Background: an optimization exercise with open tools, aiming at small area, a short achievable clock period and few clock cycles per item. Do not read the settings as production practice. At most, simulation tests tie the RTL to the original design; equivalence was not proved. Power figures rest on the tool's default switching activity, not on a simulated workload.

run A:
// CNC
module CNC(
    clk,
    rst_n,
    IN_VALID,
    MODE,
    IN,
    OUT_VALID,
    OUT
    );
Size in the first run: ~1200 cells after synthesis, about 31 I/O pins.
Settings: LEC_CHECK=0, ABC_AREA=1, CAP_MARGIN=20, CORE_MARGIN=2, CORE_UTILIZATION=65, SETUP_SLACK_MARGIN=3.8, SLEW_MARGIN=20, SYNTH_HIERARCHICAL=1, SYNTH_MINIMUM_KEEP_SIZE=0; clock period 7.5 ns.
standard.sh (not shown) runs the stock make flow with config.mk's settings and CLKGATE_MAP_FILE= SYNTH_SCRIPT=/design/flow/synth_recipe.tcl, a recipe that flattens the netlist after the stock synthesis.
==> flow/flow/run.sh <==
#!/bin/bash
set -euo pipefail
export BUFFER_PORTS_ARGS="-buffer_cell sky130_fd_sc_hd__buf_2"
bash standard.sh > flow_make.log 2>&1
Having completed the whole flow, run A delivered a layout that passed the timing, design-rule and antenna checks.
Testbench counts of run A, summed over its fixed seeds: cycles 7,208, items 1,200.
Changes in run B relative to run A:
diff --git a/flow/config.mk b/flow/config.mk
--- a/flow/config.mk
+++ b/flow/config.mk
@@ -8 +7,0 @@
-export ABC_AREA = 1
@@ -12 +11 @@
-export SETUP_SLACK_MARGIN = 3.8
+export SETUP_SLACK_MARGIN = 3.0
Findings:
Per the comparison of run B with run A, share of power burned in the clock network went down by 4.9 points; routed wire length went down by about 20%; synthesized-area fraction occupied by ao, oa, aoi and oai cells went up by 7.1 points; number of multi-input logic gates went down by about 34%; fmax went down by 11%.
Modified inputs, run C compared to run B
diff --git a/flow/config.mk b/flow/config.mk
--- a/flow/config.mk
+++ b/flow/config.mk
@@ -11 +11 @@
-export SETUP_SLACK_MARGIN = 3.0
+export SETUP_SLACK_MARGIN = 4.6
### Flow results
- [run C] via count rose about 15% relative to run B
- Looking at detailed-route wire length, run C sits 36% above run B.
- Run B has a lower portion of total power attributed to combinational logic than run C.
- In the reports for run C and run B, the larger number of nets in the finished design belongs to run C.
- Logic depth of the worst register-to-register path is lower on run B
- STATUS area of all placed cells without fillers: run C loses against run B
#### Input delta (run D over run C)
diff --git a/flow/config.mk b/flow/config.mk
--- a/flow/config.mk
+++ b/flow/config.mk
@@ -11 +11,2 @@
-export SETUP_SLACK_MARGIN = 4.6
+export CTS_BUF_LIST = sky130_fd_sc_hd__clkbuf_8
+export SETUP_SLACK_MARGIN = 3.8
Notes after the runs:
- Compared with run C, run D shows a lower fraction of layout cells with a size suffix above 1.
- Comparing run C against run D, there is no change at all in die area.
- Run D vs run C — hold slack dropped 0.0096 ns.
- In the reports for run D and run C, the larger final non-filler cell area belongs to run C.
- In the flow results for run D and run C, the fmax is larger on run D.

* * *

Another version of the RTL of CNC (not shown whole).
Size: ~67 flip-flops, ~0.0069 mm^2 of cells after synthesis.
Design CNC, start of the top module:
module CNC(
    clk,
    rst_n,
    IN_VALID,
    MODE,
    IN,
    OUT_VALID,
    OUT
    );
==> flow/config.mk <==
export PLATFORM = sky130hd
export DESIGN_NAME = CNC
export DESIGN_NICKNAME = CNC
export VERILOG_FILES = /design/flow/design.v
export SDC_FILE = /design/flow/constraint.sdc
export NUM_CORES = 4
export LEC_CHECK = 0
export CAP_MARGIN = 20
export CORE_MARGIN = 2
export CORE_UTILIZATION = 40
export SLEW_MARGIN = 20
==> flow/constraint.sdc <==
create_clock -name core_clock -period 7.5 [get_ports {clk}]
set_input_delay 1.5000 -clock core_clock [delete_from_list [all_inputs] [get_ports {clk}]]
set_output_delay 1.5000 -clock core_clock [all_outputs]
set_load 0.01 [all_outputs]
run.sh (not shown) runs the stock make flow with config.mk's settings and CLKGATE_MAP_FILE= SYNTH_SCRIPT=/design/flow/synth_recipe.tcl, a recipe that flattens the netlist after the stock synthesis.
Stock flow here: none of the scripts above is used.
Testbench counts at the start, summed over its fixed seeds: cycles 6,008, items 1,200.
==> next run, changes <==
- CORE_UTILIZATION: 40 -> 65
- SETUP_SLACK_MARGIN: default -> 1.5
After rerunning: The new run passed the timing, design-rule and antenna checks. Wire length is lower by 4.4%. Worst setup slack gets better by 0.76 ns. Synthesized cell count is unchanged. Fmax is higher by about 13%. Hold slack gets worse by 0.0046 ns. Global-route usage is higher by 11 points. Utilization is higher by 28 points. Clock power is lower by about 30%. Power is lower by about 4.5%. First-iteration DRC count is lower by 24%.

* * *

Setup of purple:
CNC, a different RTL version from the one above (not shown whole).
Size in the first run: about 770 cells after synthesis, ~75 flip-flops.
// CNC
module CNC(
    clk,
    rst_n,
    IN_VALID,
    MODE,
    IN,
    OUT_VALID,
    OUT
    );
input           clk, rst_n, IN_VALID;
input   [ 1:0]  MODE;
input   [ 7:0]  IN;
output          OUT_VALID;
output  [16:0]  OUT;
reg        OUT_VALID;
reg [16:0] OUT;
reg p1, p2, p3, p4, p5;
reg mul, sub;
reg [4:0]  BO, BT, BN;  
reg [8:0]  X;      
reg [8:0]  S;      
reg [15:0] P;      
wire busy = p1 | p2 | p3;
wire [8:0] V = p4 ? S : {IN[7], IN};
wire [10:0] Vx = {V[8], V, 1'b0};
wire [4:0] vo, vt, vn;
genvar k;
generate for (k = 0; k < 5; k = k + 1) begin : enc
    assign vo[k] = Vx[2*k+1] ^ Vx[2*k];
    assign vt[k] = (Vx[2*k+2] & ~Vx[2*k+1] & ~Vx[2*k]) | (~Vx[2*k+2] & Vx[2*k+1] & Vx[2*k]);
    assign vn[k] = Vx[2*k+2] & ~(Vx[2*k+1] & Vx[2*k]);
end endgenerate
wire       s_keep = p3 | (p2 & !mul);
wire       s_in   = !(p2 & !mul);
wire       s_neg  = p3 & sub;
wire [8:0] s_a    = s_keep ? S : 9'd0;
wire [8:0] s_b    = s_in ? ({IN[7], IN} ^ {9{s_neg}}) : 9'd0;
wire [8:0] s_next = s_a + s_b + s_neg;
reg         g;                                   
reg         a1en;                                
wire [16:0] A1 = a1en ? OUT : 17'd0;
    wire pp0_0 = ((BO[0] & X[0])) ^ BN[0];
    wire pp0_1 = ((BO[0] & X[1]) | (BT[0] & X[0])) ^ BN[0];
  ...
Settings: LEC_CHECK=0, CAP_MARGIN=20, CORE_MARGIN=2, CORE_UTILIZATION=65, SETUP_SLACK_MARGIN=3.5, SLEW_MARGIN=20, SYNTH_HIERARCHICAL=1, SYNTH_MINIMUM_KEEP_SIZE=0; clock period 7.5 ns.
standard.sh (not shown) runs the stock make flow with config.mk's settings and CLKGATE_MAP_FILE= SYNTH_SCRIPT=/design/flow/synth_recipe.tcl, a recipe that flattens the netlist after the stock synthesis.
Scripts as last shown in full above: flow/flow/run.sh
purple: no failed stages, no open violations at the end
--- input diff purple..red ---
diff --git a/flow/config.mk b/flow/config.mk
--- a/flow/config.mk
+++ b/flow/config.mk
@@ -10,3 +10,3 @@
 export CORE_UTILIZATION = 65
-export SETUP_SLACK_MARGIN = 3.5
+export SETUP_SLACK_MARGIN = 4.5
 export SLEW_MARGIN = 20
### Flow results
Every run (red and purple) finished clean.
Taking purple over red, the static leakage ratio works out to 0.884.
Changes observed in red relative to purple: fraction of power consumed by sequential logic shrank by 7.1 points; design area now larger.
Compared with purple, in red total of plain and repair buffers excluding clock buffers went up; overall routed net length rose about 17%; global routing usage on met2 higher; setup slack increased by 0.37 ns relative to the old numbers.
Slowest cell on the critical path = dfxtp_1: purple; slowest cell on the critical path = or3_4: red
In terms of number of cells in the design after placement, purple and red differ only marginally.
No functional check of the RTL was part of any run of this note.

* * *

JK:
Another version of the RTL of CNC (not shown whole).
For scale: about 690 cells after synthesis, about 6400 sq um of cells after synthesis.
Settings: LEC_CHECK=0, CAP_MARGIN=20, CORE_MARGIN=2, CORE_UTILIZATION=75, SETUP_SLACK_MARGIN=3.6, SLEW_MARGIN=20, SYNTH_HIERARCHICAL=1, SYNTH_MINIMUM_KEEP_SIZE=0; clock period 7.5 ns.
Scripts as last shown in full above: flow/flow/run.sh
The following lists how MS was set up differently from JK:
--- a/flow/config.mk
+++ b/flow/config.mk
@@ -8,6 +8,6 @@
 export CAP_MARGIN = 20
 export CORE_MARGIN = 2
-export CORE_UTILIZATION = 75
-export SETUP_SLACK_MARGIN = 3.6
+export CORE_UTILIZATION = 65
+export SETUP_SLACK_MARGIN = 3.2
 export SLEW_MARGIN = 20
 export SYNTH_HIERARCHICAL = 1
Notes after the runs:
What JK reported for via count has to be multiplied by 0.896 to get the figure for MS.
MS leaves less setup margin than JK.
Higher count of cell instances traversed by the critical path goes to JK over MS.
Between JK and MS, the flow reports power decreasing by more than 10%.
Edits applied to the flow inputs when going from MS to AL:
--- a/flow/config.mk
+++ b/flow/config.mk
@@ -8,6 +8,6 @@
 export CAP_MARGIN = 20
 export CORE_MARGIN = 2
-export CORE_UTILIZATION = 65
-export SETUP_SLACK_MARGIN = 3.2
+export CORE_UTILIZATION = 55
+export SETUP_SLACK_MARGIN = 3.6
 export SLEW_MARGIN = 20
 export SYNTH_HIERARCHICAL = 1
--- outcome ---
- [compare] base=MS new=AL: hold slack decreased 11 ps; post-placement setup slack lower.
- Smallest setup slack after layout in AL is 220 ps above MS.
- Startpoint of the worst setup timing path: X[6] -> AL, BO[0] -> MS
- The run showing the greater power share of the clock group is AL.
## Diff of input files: TR against AL
--- a/flow/config.mk
+++ b/flow/config.mk
@@ -8,5 +8,5 @@
 export CAP_MARGIN = 20
 export CORE_MARGIN = 2
-export CORE_UTILIZATION = 55
+export CORE_UTILIZATION = 65
 export SETUP_SLACK_MARGIN = 3.6
 export SLEW_MARGIN = 20
==> comparison <==
Maximum number of pins on one net before global-route repair: AL vs TR identical
Part of the power in combinational logic on TR is up relative to AL.
Fraction of power consumed by the clock network was lower in TR than in AL.
TR against AL: count of buffers not belonging to the clock network in the layout +5; path depth of the worst reg2reg path +1; final clock period utilization by the worst path -0.60 points.
Re met2 capacity usage during global routing: AL was lower than TR.
What PW does differently from TR at the input level:
--- a/flow/config.mk
+++ b/flow/config.mk
@@ -9,5 +9,5 @@
 export CORE_MARGIN = 2
 export CORE_UTILIZATION = 65
-export SETUP_SLACK_MARGIN = 3.6
+export SETUP_SLACK_MARGIN = 3.4
 export SLEW_MARGIN = 20
 export SYNTH_HIERARCHICAL = 1
Results
Diff TR -> PW: met2 track demand over resource in global routing closely matched the old numbers; worst hold margin closely matched the old numbers.
The data arrival time of the worst path in PW was higher than what TR gave.
On PW: post-route clock period utilization is 1.5 points higher than what TR gave.
PW vs TR — worst setup slack dropped 110 ps.
PW vs. TR: design area -250 sq um, layout overhead on the synthesized area -3.9 points, via count -113.
Against TR, PW comes in 66 higher on first-iteration DRC count.
Overall power consumption: PW vs TR down 6.0%
Relative to TR, the non-filler instance count after layout measured on PW has decreased slightly.
No functional check of the RTL was part of any run of this note.

* * *

Another version of the RTL of CNC (not shown whole).
Size in the first run: roughly 75 flip-flops, ~6600 sq um of cells after synthesis.
Settings: LEC_CHECK=0, ABC_AREA=1, CAP_MARGIN=20, CORE_MARGIN=2, CORE_UTILIZATION=65, SETUP_SLACK_MARGIN=3.5, SLEW_MARGIN=20, SYNTH_HIERARCHICAL=1, SYNTH_MINIMUM_KEEP_SIZE=0; clock period 7.5 ns.
Scripts as last shown in full above: flow/flow/run.sh
The baseline produced a clean layout.
Testbench counts at the start, summed over its fixed seeds: cycles 7,208, items 1,200.
Change:
==> flow/run.sh (new file) <==
#!/bin/bash
# synth_recipe.tcl (not shown) runs the flow's synth.tcl, then flattens the netlist and writes it again
# the make line also repeats each setting of config.mk as NAME=value (left out here)
make -C /OpenROAD-flow-scripts/flow DESIGN_CONFIG=/design/flow/config.mk WORK_HOME=/design/flow/orfs CLKGATE_MAP_FILE= SYNTH_SCRIPT=/design/flow/synth_recipe.tcl finish
--- a/flow/config.mk
+++ b/flow/config.mk
@@ -8 +7,0 @@
-export ABC_AREA = 1
@@ -12 +11 @@
-export SETUP_SLACK_MARGIN = 3.5
+export SETUP_SLACK_MARGIN = 4.5
removed: flow/flow/run.sh
removed: flow/standard.sh
Result: Power grows by 40%; die area rose by 0.71%; hold slack is worse by 0.020 ns; combinational power went up by 62%.

* * *

CNC again, from the RTL that the note above started with.
## CNC
module CNC(
    clk,
    rst_n,
    IN_VALID,
    MODE,
    IN,
    OUT_VALID,
    OUT
    );
clock: 7.5 ns
lec_check: 0
cap_margin: 20
core_margin: 2
core_utilization: 65
setup_slack_margin: 2.5
slew_margin: 20
synth_hierarchical: 1
synth_minimum_keep_size: 0
run.sh (not shown) runs the stock make flow with config.mk's settings and CLKGATE_MAP_FILE= SYNTH_SCRIPT=/design/flow/synth_recipe.tcl, a recipe that flattens the netlist after the stock synthesis.
Stock flow here: none of the scripts above is used.
Testbench counts at the start, summed over its fixed seeds: cycles 7,208, items 1,200.
Change:
SETUP_SLACK_MARGIN = 5.0   (was 2.5)
Result: The new run completed with no timing, DRC or antenna violations. Count of clock-buffer cells in the layout falls by 1. First-iteration DRC count rises by about 40%. Area after synthesis stays the same. Sequential power falls by about 2%. Global-route usage rises by 3.5 points. Final cell count rises by 6.3%. Worst setup slack improves by 500 ps. Utilization rises by 12 points.
Change:
==> flow/flow/run.sh (new file) <==
#!/bin/bash
set -euo pipefail
export BUFFER_PORTS_ARGS="-buffer_cell sky130_fd_sc_hd__buf_2"
bash standard.sh > flow_make.log 2>&1
==> flow/standard.sh (new file) <==
#!/bin/bash
# synth_recipe.tcl (not shown) runs the flow's synth.tcl, then flattens the netlist and writes it again
# the make line also repeats each setting of config.mk as NAME=value (left out here)
make -C /OpenROAD-flow-scripts/flow DESIGN_CONFIG=/design/flow/config.mk WORK_HOME=/design/flow/orfs CLKGATE_MAP_FILE= SYNTH_SCRIPT=/design/flow/synth_recipe.tcl "${@:-finish}"
SETUP_SLACK_MARGIN = 3.5   (was 5.0)
removed: flow/run.sh
Sequential power climbs by about 3%.
Power drops by 22%.
Area after synthesis is unchanged.
Worst setup slack is worse by 5.5 ps.
Global-route usage drops by 3.1 points.
Clock power drops by about 5%.
Critical path depth drops by 1.
Register-to-register slack is about the same.
Cell count drops by about 5.5%.
Change:
==> flow/run.sh (new file) <==
#!/bin/bash
# synth_recipe.tcl (not shown) runs the flow's synth.tcl, then flattens the netlist and writes it again
# the make line also repeats each setting of config.mk as NAME=value (left out here)
make -C /OpenROAD-flow-scripts/flow DESIGN_CONFIG=/design/flow/config.mk WORK_HOME=/design/flow/orfs CLKGATE_MAP_FILE= SYNTH_SCRIPT=/design/flow/synth_recipe.tcl finish
removed: flow/flow/run.sh
removed: flow/standard.sh
Critical path depth does not change.
Final area rises by a few percent.
Combinational power rises by a few percent.
Core utilization rises by 2.7 points.
Maximum frequency falls by a few percent.
Final cell count rises slightly.
Hold slack got worse by 8.1 ps.
Change:
ABC_CLOCK_PERIOD_IN_PS = 3500   (was default)
The changed run produced a clean layout; die area is unchanged; total power does not change; setup slack is unchanged; design area does not change; critical path depth is unchanged; utilization does not change.

* * *

RTL: one of the versions met above, not the one the previous note started from.
Size in the first run: roughly 710 cells after synthesis, ~75 flip-flops, ~31 I/O pins, about 6600 sq um of cells after synthesis.
clock: 7.5 ns
lec_check: 0
cap_margin: 20
core_margin: 2
core_utilization: 65
setup_slack_margin: 4.2
slew_margin: 20
synth_hierarchical: 1
synth_minimum_keep_size: 0
standard.sh (not shown) runs the stock make flow with config.mk's settings and CLKGATE_MAP_FILE= SYNTH_SCRIPT=/design/flow/synth_recipe.tcl, a recipe that flattens the netlist after the stock synthesis.
==> flow/flow/run.sh <==
#!/bin/bash
set -euo pipefail
export BUFFER_PORTS_ARGS="-buffer_cell sky130_fd_sc_hd__buf_2"
bash standard.sh > flow_make.log 2>&1
Testbench counts at the start, summed over its fixed seeds: cycles 7,208, items 1,200.
==> next run, changes <==
--- a/flow/config.mk
+++ b/flow/config.mk
@@ -10,2 +10,2 @@
-export CORE_UTILIZATION = 65
-export SETUP_SLACK_MARGIN = 4.2
+export CORE_UTILIZATION = 75
+export SETUP_SLACK_MARGIN = 3.8
Result:
- The new run completed without violations
- global-route usage increases by 2.2 points
- via count shrinks by 6.3%
- sequential cell count is unchanged
- critical path depth stays the same
- utilization hardly moves
==> next run, changes <==
--- a/flow/config.mk
+++ b/flow/config.mk
@@ -10 +10 @@
-export CORE_UTILIZATION = 75
+export CORE_UTILIZATION = 65
Effect: The changed run ran to the end with no violations; global-route usage came out lower by 4.5 points; cell count grows by 2.9%; maximum frequency is higher by 0.81%; area after synthesis is unchanged; final area rose by 0.74%; worst setup slack gets better by 29 ps; count of clock-buffer cells in the layout is unchanged; register-to-register slack improved by 30 ps; synthesized cell count stays the same.

[port drivers added, routing unchanged]
In the flow no input, the clock included, has a driving cell. The finished layouts below were timed again as built, in two steps.
Step 1: set_driving_cell puts a clkbuf_16 on clk and a buf_2 on each other input, an assumption about the parent block.
Step 2 times the ports against the registers' clock, not the clock port: input delays grow and output delays shrink by t, the midpoint of the rising clock arrivals with the driver on.
a / b / c = ideal / step 1 / step 2; a / b = the first two.
| run | t (ns) | slack for setup (ns) | hold slack, ns | worst register clock-pin slew, ns |
|---|---|---|---|---|
| run A | 0.382 | 4.011 / 4.011 / 4.011 | 0.377 / 0.377 / 0.377 | 0.07 / 0.07 |
| run B | 0.406 | 3.559 / 3.559 / 3.559 | 0.367 / 0.367 / 0.367 | 0.10 / 0.10 |
| run C | 0.412 | 3.831 / 3.831 / 3.831 | 0.381 / 0.381 / 0.381 | 0.10 / 0.10 |
| run D | 0.403 | 3.922 / 3.922 / 3.922 | 0.372 / 0.372 / 0.372 | 0.10 / 0.10 |
| the first run of note 2 | 0.387 | 1.006 / 1.026 / 0.640 | 0.550 / 0.550 / 0.550 | 0.06 / 0.06 |
| the second run of note 2 | 0.411 | 1.767 / 1.770 / 1.368 | 0.545 / 0.545 / 0.545 | 0.09 / 0.09 |
| purple | 0.415 | 3.634 / 3.634 / 3.634 | 0.363 / 0.363 / 0.363 | 0.10 / 0.10 |
| red | 0.407 | 4.001 / 4.001 / 4.001 | 0.367 / 0.367 / 0.367 | 0.09 / 0.09 |
| JK | 0.405 | 3.507 / 3.507 / 3.507 | 0.385 / 0.385 / 0.385 | 0.11 / 0.11 |
| MS | 0.394 | 3.438 / 3.438 / 3.438 | 0.382 / 0.382 / 0.382 | 0.09 / 0.09 |
| AL | 0.384 | 3.659 / 3.659 / 3.659 | 0.371 / 0.371 / 0.371 | 0.06 / 0.06 |
| TR | 0.392 | 3.704 / 3.704 / 3.704 | 0.382 / 0.382 / 0.382 | 0.09 / 0.09 |
| PW | 0.392 | 3.594 / 3.594 / 3.594 | 0.382 / 0.382 / 0.382 | 0.09 / 0.09 |
| the first run of note 5 | 0.421 | 3.663 / 3.663 / 3.642 | 0.390 / 0.390 / 0.390 | 0.09 / 0.09 |
| the second run of note 5 | 0.413 | 3.576 / 3.576 / 3.576 | 0.369 / 0.369 / 0.369 | 0.08 / 0.08 |
| the first run of note 6 | 0.405 | 3.117 / 3.117 / 3.117 | 0.373 / 0.373 / 0.373 | 0.09 / 0.09 |
| the second run of note 6 | 0.401 | 3.622 / 3.622 / 3.622 | 0.378 / 0.378 / 0.378 | 0.09 / 0.09 |
| the third run of note 6 | 0.417 | 3.617 / 3.617 / 3.560 | 0.382 / 0.382 / 0.382 | 0.09 / 0.09 |
| the fourth run of note 6 | 0.401 | 3.531 / 3.531 / 3.258 | 0.374 / 0.374 / 0.374 | 0.08 / 0.08 |
| the fifth run of note 6 | 0.401 | 3.531 / 3.531 / 3.258 | 0.374 / 0.374 / 0.374 | 0.08 / 0.08 |
| the first run of note 7 | 0.425 | 3.945 / 3.945 / 3.945 | 0.390 / 0.390 / 0.390 | 0.09 / 0.09 |
| the second run of note 7 | 0.397 | 3.893 / 3.893 / 3.893 | 0.376 / 0.376 / 0.376 | 0.10 / 0.10 |
| the third run of note 7 | 0.403 | 3.922 / 3.922 / 3.922 | 0.372 / 0.372 / 0.372 | 0.10 / 0.10 |
After both steps every run listed still meets setup and hold. For the second run of note 2, which loses most, drivers alone change the setup slack by +0.003 ns; drivers and shift together by -0.399 ns.
